Background: an optimization exercise with open tools, aiming at small area and a short achievable clock period. Do not read the settings as production practice.
At most, simulation tests tie the RTL to the original design; equivalence was not proved.
Power is estimated from default activity; no workload was simulated.

==> flow/design.v <==
`timescale 1ns/1ns
module agu(input [7:0] a, b, output logic [7:0] s);
  logic [7:0] g [0:3];
  logic [7:0] p [0:3];
  always_comb begin
    g[0] = a & b;
    p[0] = a ^ b;
    for (int l = 0; l < 3; l++)
      for (int i = 0; i < 8; i++)
        if (i >= (1 << l)) begin
          g[l+1][i] = g[l][i] | (p[l][i] & g[l][i - (1 << l)]);
          p[l+1][i] = p[l][i] & p[l][i - (1 << l)];
        end else begin
          g[l+1][i] = g[l][i];
          p[l+1][i] = p[l][i];
        end
    s[0] = p[0][0];
    for (int i = 1; i < 8; i++) s[i] = p[0][i] ^ g[3][i-1];
  end
endmodule
`timescale 1ns/1ns
module CPU(input clk,rst,
           output [11:0] imem_addr, input [18:0] imem_data,
           output [7:0] dmem_addr, dmem_wdata, output dmem_we, dmem_re, input [7:0] dmem_rdata);
  wire [18:0] ins = imem_data;
  logic [11:0] pc;
  logic z, c;
  logic [7:0][7:0] R;           
  logic [7:0][11:0] stk;        
  logic [2:0] sp;               
  logic [3:0] cnt;              
  wire is_alu  = ~ins[18];                            
  wire is_ld   = ins[18:14] == 5'b10000;
  wire is_st   = ins[18:14] == 5'b10001;
  wire is_sh   = ins[18:16] == 3'b110;
  wire is_br   = ins[18:16] == 3'b101;
  wire is_jmp  = ins[18:15] == 4'b1110;               
  wire is_call = ins[18:14] == 5'b11101;
  wire is_ret  = ins[18:13] == 6'b111100;
  wire wr_reg  = is_alu | is_ld | is_sh;
  wire ld_fl   = is_alu | is_sh;
  wire [7:0] imm = ins[7:0];
  wire [2:0] ra = ins[10:8];
  wire [2:0] rb = ins[18] ? ins[13:11] : ins[7:5];
  logic [7:0] a, rbv;
  always_comb begin
    a = 8'd0;
    rbv = 8'd0;
    for (int i = 0; i < 8; i++) begin
      a = a | (R[i] & {8{ra == i}});
      rbv = rbv | (R[i] & {8{rb == i}});
    end
  end
  agu agu0(.a(a), .b(imm), .s(dmem_addr));
  assign dmem_wdata = rbv;
  assign dmem_we    = ~rst & is_st;
  assign dmem_re    = ~rst & is_ld;
  assign imem_addr  = pc;
  wire [2:0] fn = ins[16:14];
  wire [7:0] b = ins[17] ? imm : rbv;
  wire sub = fn[1] & ~fn[2];
  wire y = sub & fn[0] & c;                     
  wire ci = sub | (fn[0] & c);
  logic [7:0] ay;                               
  logic ya;
  always_comb begin
    logic t;
    t = y;
    for (int i = 0; i < 8; i++) begin
      ay[i] = a[i] ^ t;
      t = t & a[i];
    end
    ya = t;
  end
  wire [7:0] bb = sub ? ~b : b;
  wire [8:0] sum9 = {1'b0, ay} + {1'b0, bb} + {8'd0, ci};
  wire c8 = sum9[8] ^ ya ^ sub;                 
  wire [7:0] pp = ay ^ bb;
  wire [7:0] gg = ay & bb;
  wire [7:0] oo = ay | bb;
  logic [7:0] lg;
  always_comb begin
    case (fn[1:0])
      2'b00: lg = gg;
      2'b01: lg = oo;
      2'b10: lg = pp;
      default: lg = ~gg;
    endcase
  end
  wire zsum = (pp[0] == ci) & (pp[7:1] == oo[6:0]);
  wire [7:0] alures = fn[2] ? lg : sum9[7:0];
  wire aluc = ~fn[2] & c8;
  wire aluz = fn[2] ? (lg == 8'd0) : zsum;
  wire [2:0] s = ins[7:5];
  wire [1:0] fn2 = ins[15:14];
  wire right = fn2[0];
  wire [2:0] amt = right ? (3'd0 - s) : s;            
  wire [15:0] dd = {a, a} << amt;
  wire [7:0] rot = dd[15:8];
  wire [7:0] lmask = 8'hff << s;
  wire [7:0] rmask = 8'hff >> s;
  wire [7:0] shres = fn2[1] ? rot : (rot & (right ? rmask : lmask));
  wire shc = ~fn2[1] & (s != 3'd0) & (right ? rot[7] : rot[0]);
  wire [7:0] res = is_sh ? shres : alures;
  wire nc = is_sh ? shc : aluc;
  wire nz = is_sh ? (shres == 8'd0) : aluz;
  wire [7:0] wd = is_ld ? dmem_rdata : res;
  logic [7:0] spd;
  wire live = cnt != 4'd0;
  always_comb for (int i = 0; i < 8; i++) spd[i] = (sp == i);
  logic [11:0] top;
  always_comb begin
    top = 12'd0;
    for (int i = 0; i < 8; i++) top = top | (stk[i] & {12{spd[i] & live}});
  end
  wire cond = (ins[15] ? c : z) ^ ins[14];
  wire taken = is_br & cond;
  wire [11:0] pcn = pc + ({{4{imm[7]}}, imm} & {12{taken}}) + 12'd1;
  logic [11:0] npc;
  always_comb begin
    if (is_jmp)         npc = ins[11:0];
    else if (is_ret)    npc = top;
    else                npc = pcn;
  end
  always_ff @(posedge clk, posedge rst) begin
    if (rst) begin
      pc <= 12'd0;
      z <= 1'b0;
      c <= 1'b0;
      R <= '0;
      sp <= 3'd0;
      cnt <= 4'd0;
    end else begin
      pc <= npc;
      if (ld_fl) begin
        z <= nz;
        c <= nc;
      end
      for (int i = 0; i < 8; i++)
        if (wr_reg && ins[13:11] == i) R[i] <= wd;
      if (is_call) begin
        sp <= sp + 3'd1;
        if (cnt != 4'd8) cnt <= cnt + 4'd1;
      end else if (is_ret) begin
        sp <= sp - 3'd1;
        if (cnt != 4'd0) cnt <= cnt - 4'd1;
      end
    end
  end
  always_ff @(posedge clk)
    for (int i = 0; i < 8; i++)
      if (is_call & spd[(i + 7) % 8]) stk[i] <= pcn;
endmodule
clock: 7.5 ns
lec_check: 0
cap_margin: 20
core_margin: 2
core_utilization: 60
cts_buf_list: sky130_fd_sc_hd__clkbuf_8
setup_slack_margin: 2.5
slew_margin: 20
standard.sh (not shown) runs the stock make flow with config.mk's settings and CLKGATE_MAP_FILE= SYNTH_SCRIPT=/design/flow/synth_recipe.tcl, a recipe that flattens the netlist after the stock synthesis.
==> flow/flow/run.sh <==
#!/bin/bash
# Own layout flow: the standard ORFS flow with changes to synthesis (no
# full/half-adder extraction; abc maps the top module for area and the
# modules in KEEP for speed) and plain buffers on the ports. Each step's
# output goes to a log of its own in this folder.
set -euo pipefail
HERE=$(pwd)
FL=$HERE/flow
KEEP=$(cat "$FL/keep_modules.txt")

# synthesis script: the standard flow's, sourcing ORFS's synth.tcl with the abc call
# replaced by flow/abc_step.tcl
sed "s#@FL@#$FL#g" "$FL/abc_step.tcl" > "$HERE/own_abc_step.tcl"
sed "s#log_cmd abc {\\*}\$abc_args#source $HERE/own_abc_step.tcl#" \
  "$FLOW_HOME/scripts/synth.tcl" > "$HERE/own_synth_core.tcl"
grep -q 'own_abc_step' "$HERE/own_synth_core.tcl"
sed "s#source \$::env(SCRIPTS_DIR)/synth.tcl#source $HERE/own_synth_core.tcl#" \
  "$HERE/synth_recipe.tcl" > "$HERE/own_synth.tcl"
grep -q own_synth_core "$HERE/own_synth.tcl"

bash standard.sh SYNTH_SCRIPT="$HERE/own_synth.tcl" ADDER_MAP_FILE= SYNTH_OPERATIONS_ARGS=" " \
  SYNTH_KEEP_MODULES="$KEEP" synth > "$HERE/synth.log" 2>&1

EXTRA=()
if [[ -f $FL/extra.mk ]]; then
  while read -r l; do [[ -n $l && $l != \#* ]] && EXTRA+=("$l"); done < "$FL/extra.mk"
fi
bash standard.sh "${EXTRA[@]}" finish > "$HERE/layout.log" 2>&1
==> flow/flow/abc_step.tcl <==
# abc mapping: the modules kept apart (SYNTH_KEEP_MODULES) for speed, the
# top module for area. @FL@ is replaced by the flow folder.
set own_rest [lrange $abc_args 2 end]
foreach own_m $::env(SYNTH_KEEP_MODULES) {
  log_cmd abc -script @FL@/fast.abc {*}$own_rest $own_m
}
log_cmd abc -script @FL@/synth.abc {*}$own_rest $::env(DESIGN_NAME)
==> flow/flow/extra.mk <==
# make variables for the layout steps, one per line
BUFFER_PORTS_ARGS=-buffer_cell sky130_fd_sc_hd__buf_2
==> flow/flow/fast.abc <==
strash
dch
map -D 700
topo
buffer -c
upsize -c -D 700
dnsize -c -D 700
==> flow/flow/keep_modules.txt <==
agu
==> flow/flow/synth.abc <==
strash
dch
map -D 3500
topo
buffer -c
upsize -c -D 3500
dnsize -c -D 3500
Edit:
--- a/flow/design.v
+++ b/flow/design.v
@@ -74,20 +74,21 @@
   end
   wire [7:0] bb = sub ? ~b : b;
   wire [8:0] sum9 = {1'b0, ay} + {1'b0, bb} + {8'd0, ci};
   wire c8 = sum9[8] ^ ya ^ sub;                 
-  wire [7:0] pp = ay ^ bb;
-  wire [7:0] gg = ay & bb;
-  wire [7:0] oo = ay | bb;
+  wire [7:0] lp = a ^ b;
+  wire [7:0] lgg = a & b;
   logic [7:0] lg;
   always_comb begin
     case (fn[1:0])
-      2'b00: lg = gg;
-      2'b01: lg = oo;
-      2'b10: lg = pp;
-      default: lg = ~gg;
+      2'b00: lg = lgg;
+      2'b01: lg = lgg | lp;
+      2'b10: lg = lp;
+      default: lg = ~lgg;
     endcase
   end
+  wire [7:0] pp = ay ^ bb;
+  wire [7:0] oo = ay | bb;
   wire zsum = (pp[0] == ci) & (pp[7:1] == oo[6:0]);
   wire [7:0] alures = fn[2] ? lg : sum9[7:0];
   wire aluc = ~fn[2] & c8;
   wire aluz = fn[2] ? (lg == 8'd0) : zsum;
@@ -112,16 +113,17 @@
   always_comb begin
     top = 12'd0;
     for (int i = 0; i < 8; i++) top = top | (stk[i] & {12{spd[i] & live}});
   end
+  wire [11:0] pc1 = pc + 12'd1;
+  wire [11:0] pcb = pc1 + {{4{imm[7]}}, imm};
   wire cond = (ins[15] ? c : z) ^ ins[14];
-  wire taken = is_br & cond;
-  wire [11:0] pcn = pc + ({{4{imm[7]}}, imm} & {12{taken}}) + 12'd1;
   logic [11:0] npc;
   always_comb begin
-    if (is_jmp)         npc = ins[11:0];
+    if (is_br & cond)   npc = pcb;
+    else if (is_jmp)    npc = ins[11:0];
     else if (is_ret)    npc = top;
-    else                npc = pcn;
+    else                npc = pc1;
   end
   always_ff @(posedge clk, posedge rst) begin
     if (rst) begin
       pc <= 12'd0;
@@ -148,6 +150,6 @@
     end
   end
   always_ff @(posedge clk)
     for (int i = 0; i < 8; i++)
-      if (is_call & spd[(i + 7) % 8]) stk[i] <= pcn;
+      if (is_call & spd[(i + 7) % 8]) stk[i] <= pc1;
 endmodule
Routed wire length is higher by about 11%.
Design area climbs by about 6%.
Die area rises by 3.2%.
Synthesized cell count rose by about 5.6%.
Global-route usage came out higher by 1.5 points.
Flip-flop and latch count is unchanged.
Sequential power barely changes.
Power came out higher by 10%.
Synthesized area grows by about 3.3%.
Critical path depth does not change.
Cell count is higher by about 6%.
Non-clock buffer count came out higher by 20.
Worst setup slack gets worse by 0.091 ns.
Sequential share of layout area came out lower by 2.5 points.
Only the layout flow was run in the second run of this note; the RTL was not checked for function there.

## re-timing with driven ports
How much do the figures lean on ideal ports? The routed layouts below were timed once more, with nothing changed but the port constraints. Step 1 sets driving cells, clkbuf_16 on the clock port and buf_2 on the other inputs (assumed; they add their load-dependent delay and slew). Step 2 also shifts input and output timing later by t, the mid clock arrival at the registers, as if the neighbouring blocks saw the same clock. Three values: ideal, step 1, step 2; two values: the first two.
run | shift t [ns] | setup slack, ns | worst setup path at the end
the first run | 0.486 | 2.459 / 2.395 / 2.051 | input to register
the second run | 0.514 | 2.368 / 2.291 / 2.016 | input to register
After both steps every run listed still meets setup and hold. The setup slack of the first run, which loses most, moves by -0.064 ns with the drivers and by -0.408 ns with both steps.
